Source: an optimization exercise on an open RTL-to-GDS flow (aim: small area and a short achievable clock period). Production flows keep margins and buffers that such runs may drop. Where RTL was checked, it was by simulation tests only, not by an equivalence proof against the original. The flow treats the clock pin as an ideal source. Dropping or thinning the clock tree relies on that and would not hold on a real chip. Power is estimated from default activity; no workload was simulated.

==> delta: inputs <==
// alu_top
module alu_top(clk, a, b, op, out, carry_out, over_flow, zero);
==> flow/config.mk <==
export PLATFORM = sky130hd
export DESIGN_NAME = alu_top
export DESIGN_NICKNAME = alu_top
export VERILOG_FILES = /design/flow/design.v
export SDC_FILE = /design/flow/constraint.sdc
export NUM_CORES = 4
export LEC_CHECK = 0
export CAP_MARGIN = 20
export CORE_MARGIN = 2
export CORE_UTILIZATION = 40
export CTS_CLUSTER_DIAMETER = 150
export CTS_CLUSTER_SIZE = 40
export SLEW_MARGIN = 20
export SYNTH_HIERARCHICAL = 1
==> flow/constraint.sdc <==
create_clock -name core_clock -period 14.5 [get_ports {clk}]
set_input_delay 2.9000 -clock core_clock [delete_from_list [all_inputs] [get_ports {clk}]]
set_output_delay 2.9000 -clock core_clock [all_outputs]
set_load 0.01 [all_outputs]
standard.sh (not shown) runs the stock make flow with config.mk's settings and CLKGATE_MAP_FILE= SYNTH_SCRIPT=/design/flow/synth_recipe.tcl, a recipe that flattens the netlist after the stock synthesis.
==> flow/flow/run.sh <==
#!/bin/bash
# The standard layout (standard.sh) with three changes to how it is made:
#  - the port buffers are sky130 buf_1 rather than the resizer's default pick;
#  - before floorplanning every combinational cell is set to drive strength 1
#    (flow/downsize.tcl), so only the resizer's timing repair sizes cells up;
#  - the timing repair aims at a setup slack margin of SETUP_MARGIN ns.
# Each tool's output goes to ORFS's own per-step logs under orfs/logs; make's
# output goes to standard.log.
export BUFFER_PORTS_ARGS="-buffer_cell sky130_fd_sc_hd__buf_1"
export SETUP_SLACK_MARGIN=${SETUP_MARGIN:-10.5}
export PRE_FLOORPLAN_TCL=$PWD/flow/downsize.tcl
export CTS_ARGS="-sink_clustering_enable -repair_clock_nets -dont_use_dummy_load -sink_clustering_size 40 -sink_clustering_max_diameter 150"
bash standard.sh > standard.log 2>&1
==> flow/flow/downsize.tcl <==
# Start placement from the smallest drive of every combinational cell that
# synthesis sized up; the timing repair later in the flow sizes up again only
# the cells on paths that need it. Flip-flops are left as synthesis made them.
set db [ord::get_db]
set n 0
foreach inst [[ord::get_db_block] getInsts] {
  set m [[$inst getMaster] getName]
  if {[regexp {^(sky130_fd_sc_hd__([a-z0-9]+))_([0-9]+)$} $m -> base kind sz] && $sz > 1
      && ![string match df* $kind] && ![string match sdf* $kind] && ![string match dl* $kind]} {
    set nm [$db findMaster ${base}_1]
    if {$nm ne "NULL"} {
      $inst swapMaster $nm
      incr n
    }
  }
}
puts "downsize.tcl: $n cells set to drive strength 1"
==> willow (differences from delta) <==
==> flow/flow/run.sh (replaced) <==
#!/bin/bash
# The standard layout (standard.sh) with three changes to how it is made:
#  - the port buffers are sky130 buf_1 rather than the resizer's default pick;
#  - before floorplanning every combinational cell is set to drive strength 1
#    (flow/downsize.tcl), so only the resizer's timing repair sizes cells up;
#  - the timing repair aims at a setup slack margin of SETUP_MARGIN ns;
#  - the clock port drives MCTS_K buffers that each drive the flip-flops of
#    one region (flow/cts_hook.tcl), instead of TritonCTS's two-level tree.
# Each tool's output goes to ORFS's own per-step logs under orfs/logs; make's
# output goes to standard.log.
export BUFFER_PORTS_ARGS="-buffer_cell sky130_fd_sc_hd__buf_1"
export SETUP_SLACK_MARGIN=${SETUP_MARGIN:-10.5}
export PRE_FLOORPLAN_TCL=$PWD/flow/downsize.tcl
export MCTS_K=${MCTS_K:-4}
export MCTS_CELL=${MCTS_CELL:-sky130_fd_sc_hd__buf_12}
export PRE_CTS_TCL=$PWD/flow/cts_hook.tcl
bash standard.sh > standard.log 2>&1
==> flow/flow/cts_hook.tcl (new file) <==
# Clock distribution with one level of buffers: the clock port drives
# K buffer cells, each driving the flip-flops of one region of the
# core (the flip-flops split into K groups of equal size by position).
proc manual_cts {K {cell sky130_fd_sc_hd__clkbuf_16}} {
  set block [ord::get_db_block]
  set clknet [$block findNet clk]
  set master [[ord::get_db] findMaster $cell]
  set sinks {}
  foreach it [$clknet getITerms] {
    set inst [$it getInst]
    set xy [$inst getLocation]
    lappend sinks [list $it [lindex $xy 0] [lindex $xy 1]]
  }
  # split along the longer side of the sinks' bounding box
  set xs [lsort -integer [lmap s $sinks {lindex $s 1}]]
  set ys [lsort -integer [lmap s $sinks {lindex $s 2}]]
  set idx [expr {([lindex $xs end] - [lindex $xs 0]) >= ([lindex $ys end] - [lindex $ys 0]) ? 1 : 2}]
  set sinks [lsort -integer -index $idx $sinks]
  set n [llength $sinks]
  for {set g 0} {$g < $K} {incr g} {
    set lo [expr {$g * $n / $K}]
    set hi [expr {($g + 1) * $n / $K - 1}]
    set grp [lrange $sinks $lo $hi]
    set inst [odb::dbInst_create $block $master "clkbuf_m_$g"]
    set net [odb::dbNet_create $block "clk_m_$g"]
    $net setSigType CLOCK
    [$inst findITerm A] connect $clknet
    [$inst findITerm X] connect $net
    set sx 0; set sy 0
    foreach s $grp {
      set it [lindex $s 0]
      $it disconnect
      $it connect $net
      incr sx [lindex $s 1]; incr sy [lindex $s 2]
    }
    set m [llength $grp]
    $inst setLocation [expr {$sx / $m}] [expr {$sy / $m}]
    $inst setPlacementStatus PLACED
  }
}

# Used as the PRE_CTS hook of the standard flow: build the one-level clock
# distribution here, then let cts.tcl go on (detailed placement, timing
# repair) with TritonCTS's own tree building turned into a no-op.
manual_cts $::env(MCTS_K) $::env(MCTS_CELL)
set_propagated_clock [all_clocks]
rename clock_tree_synthesis tritoncts_clock_tree_synthesis
proc clock_tree_synthesis {args} {
  puts "cts_hook.tcl: clock_tree_synthesis skipped (one-level clock buffers built in the PRE_CTS hook)"
}
--- a/flow/config.mk
+++ b/flow/config.mk
@@ -8,7 +8,5 @@
 export CAP_MARGIN = 20
 export CORE_MARGIN = 2
 export CORE_UTILIZATION = 40
-export CTS_CLUSTER_DIAMETER = 150
-export CTS_CLUSTER_SIZE = 40
 export SLEW_MARGIN = 20
 export SYNTH_HIERARCHICAL = 1
==> flow_summary.json <==
{
  "cp_data_required_time_ns": 14.58,
  "met3_usage_pct": 0.989,
  "status": "timing/DRC/antenna clean",
  "grt_pass1_vias": 3253,
  "tightest_slew_ns": 1.05,
  "final_util_pct": 48.1,
  "power.density_nw_per_um2": 141
}
-- figures above: willow

==> flow_summary.json <==
{
  "status": "timing/DRC/antenna clean",
  "cp_max_fo": 1,
  "grt_pass1_vias": 3306,
  "cp_data_required_time_ns": 11.60,
  "met3_usage_pct": 3.71,
  "power.density_nw_per_um2": 145,
  "final_util_pct": 48.5,
  "tightest_slew_ns": 1.01
}
-- figures above: delta

The clock cells of willow come from the design's own scripts or RTL, not from TritonCTS.


==> inputs of indigo <==
==> flow/design.v <==
module alu_top(clk, a, b, op, out, carry_out, over_flow, zero);
input clk;
input [31:0] a, b;
input [2:0] op;
output reg [31:0] out;
output reg carry_out, over_flow, zero;
reg [31:0] a_r, b_r;
reg [2:0] op_r;
wire [31:0] alu_out;
wire alu_carry_out, alu_over_flow, alu_zero;
ALU alu_core(a_r, b_r, op_r, alu_out, alu_carry_out, alu_over_flow, alu_zero);
always @(posedge clk) begin
	a_r <= a;
	b_r <= b;
	op_r <= op;
	out <= alu_out;
	carry_out <= alu_carry_out;
	over_flow <= alu_over_flow;
	zero <= alu_zero;
end
endmodule

module ALU(a, b, addr, out, carry_out, over_flow, zero);
input [31:0] a, b;
input [2:0] addr;
output [31:0] out;
output carry_out, over_flow, zero;
wire op0 = (addr == 3'd0), op1 = (addr == 3'd1), op2 = (addr == 3'd2), op3 = (addr == 3'd3);
wire op4 = (addr == 3'd4), op5 = (addr == 3'd5), op6 = (addr == 3'd6), op7 = (addr == 3'd7);
wire bi  = op1 | op3;
wire inv = op5 | op6;
wire ci  = bi | inv;
wire ep  = op0 | op1 | op2 | op6 | op7;
wire eg  = addr[2];
wire ec  = op0 | op1;
wire [31:0] B = b ^ {32{bi}};
wire [31:0] p = a ^ B;
wire [31:0] g = a & B;
reg [31:0] G, P;
integer l, i;
always @(*) begin
	G = g;
	P = p;
	G[0] = g[0] | (p[0] & ci);
	for (l = 0; l < 5; l = l + 1)
		for (i = (2 << l) - 1; i < 32; i = i + (2 << l)) begin
			G[i] = G[i] | (P[i] & G[i - (1 << l)]);
			P[i] = P[i] & P[i - (1 << l)];
		end
	for (l = 3; l >= 0; l = l - 1)
		for (i = 3 * (1 << l) - 1; i < 32; i = i + (2 << l)) begin
			G[i] = G[i] | (P[i] & G[i - (1 << l)]);
			P[i] = P[i] & P[i - (1 << l)];
		end
end
wire [31:0] c = {G[30:0], ci};
wire c32 = G[31];
assign carry_out = c32 ^ inv;
assign over_flow = c[31] ^ c32;
wire slt = p[31] ^ c32;
wire k = (op3 & slt) | inv;
wire [31:0] L = (p & {32{ep}}) | (g & {32{eg}});
assign out = L ^ ((c & {32{ec}}) | {32{k}});
wire [31:0] t = {a[30:0] | B[30:0], ci};
wire [31:0] zt = L ^ ((t & {32{ec}}) | {32{inv}});
assign zero = ~|zt & ~(op3 & slt);
endmodule
==> flow/flow/run.sh <==
#!/bin/bash
export BUFFER_PORTS_ARGS="-buffer_cell sky130_fd_sc_hd__buf_1"
export SETUP_SLACK_MARGIN=10.8
bash standard.sh > standard.log 2>&1
==> flow/standard.sh <==
#!/bin/bash
# synth_recipe.tcl (not shown) runs the flow's synth.tcl, then flattens the netlist and writes it again
# the make line also repeats each setting of config.mk as NAME=value (left out here)
make -C /OpenROAD-flow-scripts/flow DESIGN_CONFIG=/design/flow/config.mk WORK_HOME=/design/flow/orfs CLKGATE_MAP_FILE= SYNTH_SCRIPT=/design/flow/synth_recipe.tcl "${@:-finish}"
==> flow/config.mk <==
export PLATFORM = sky130hd
export DESIGN_NAME = alu_top
export DESIGN_NICKNAME = alu_top
export VERILOG_FILES = /design/flow/design.v
export SDC_FILE = /design/flow/constraint.sdc
export NUM_CORES = 4
export LEC_CHECK = 0
export CAP_MARGIN = 20
export CORE_MARGIN = 2
export CORE_UTILIZATION = 40
export SLEW_MARGIN = 20
==> flow/constraint.sdc <==
create_clock -name core_clock -period 14.5 [get_ports {clk}]
set_input_delay 2.9000 -clock core_clock [delete_from_list [all_inputs] [get_ports {clk}]]
set_output_delay 2.9000 -clock core_clock [all_outputs]
set_load 0.01 [all_outputs]
==> inputs of pepper, as changes to indigo <==
--- a/flow/design.v
+++ b/flow/design.v
@@ -60,8 +60,5 @@
 wire slt = p[31] ^ c32;
 wire k = (op3 & slt) | inv;
-wire [31:0] L = (p & {32{ep}}) | (g & {32{eg}});
-assign out = L ^ ((c & {32{ec}}) | {32{k}});
-wire [31:0] t = {a[30:0] | B[30:0], ci};
-wire [31:0] zt = L ^ ((t & {32{ec}}) | {32{inv}});
-assign zero = ~|zt & ~(op3 & slt);
+assign out = ((p & {32{ep}}) | (g & {32{eg}})) ^ ((c & {32{ec}}) | {32{k}});
+assign zero = ~|out;
 endmodule
==> flow/flow/run.sh (replaced) <==
#!/bin/bash
export BUFFER_PORTS_ARGS="-buffer_cell sky130_fd_sc_hd__buf_1"
bash standard.sh > standard.log 2>&1
- ABC_CLOCK_PERIOD_IN_PS: unset -> 3000
==> comparison table <==
|  | pepper | indigo |
|---|---|---|
| Outcome | complete, no violations | complete, no violations |
| Area occupied by multi-input gates | 2500 um2 | 3820 um2 |
| Post-synthesis share of cell area spent on and, or, nand and nor gates | 12.3% | 13.3% |
| Number of DRC markers after the initial detailed-route iteration | 202 | 437 |
| Arrival time worst endpoint | 5.28 ns | 0.83 ns |
| Power consumption | 0.000781 W | 0.000897 W |
| CP endpoint | zero | out[20] |
| Clkbuf count | 9 | 11 |
| Sequential share of cell area | 37.4% | 27.7% |
| Leak pwr | 2.16 nW | 3.33 nW |
| WS Path Type | reg -> reg | reg -> out |
| CP startpoint | op_r[2] | out[20] |
| Net switching share of the total power | 31.1% | 32.4% |
| Combinational power | 0.000203 W | 0.000295 W |
| Internal Power | 0.000538 W | 0.000607 W |
| Clock group total power | 0.000247 W | 0.000254 W |
| Largest vdd supply drop | 0.113 mV | 0.0684 mV |
| Fillcell total | 1108 | 1469 |
| Proportion of layout cells with a drive suffix above 1 | 9.36% | 19.0% |
| Pin count of the biggest net entering global routing | 42 | 58 |
| Met2 WL post-DR | 5.28 mm | 7.67 mm |
No run of this note included a check of the RTL's function; only the layout flow was run.

==> port drivers added, routing unchanged <==
No port has a modelled driver above. Below, the same layouts with a new extraction and two added sets of constraints.
Step 1 sets driving cells, clkbuf_16 on the clock port and buf_2 on the other inputs (assumed; they add their load-dependent delay and slew).
Step 2 moves the port delays by t, midway between the first and last clock arrival at a register: inputs arrive t later, outputs are due t later. That takes back most of the time a late clock gives input paths.
a / b / c = ideal / step 1 / step 2; a / b = the first two.
run | shift t [ns] | setup slack, ns | slew at the worst register clock pin (ns) | worst data-port slew with drivers (ns)
delta | 0.379 | 10.741 / 10.711 / 10.883 | 0.09 / 0.09 | 0.03
willow | 0.206 | 10.877 / 10.863 / 10.877 | 0.11 / 0.11 | 0.03
indigo | 0.400 | 10.769 / 10.725 / 10.923 | 0.08 / 0.08 | 0.04
pepper | 0.394 | 9.516 / 9.516 / 9.516 | 0.07 / 0.07 | 0.03
After both steps setup and hold are still met in every run listed.
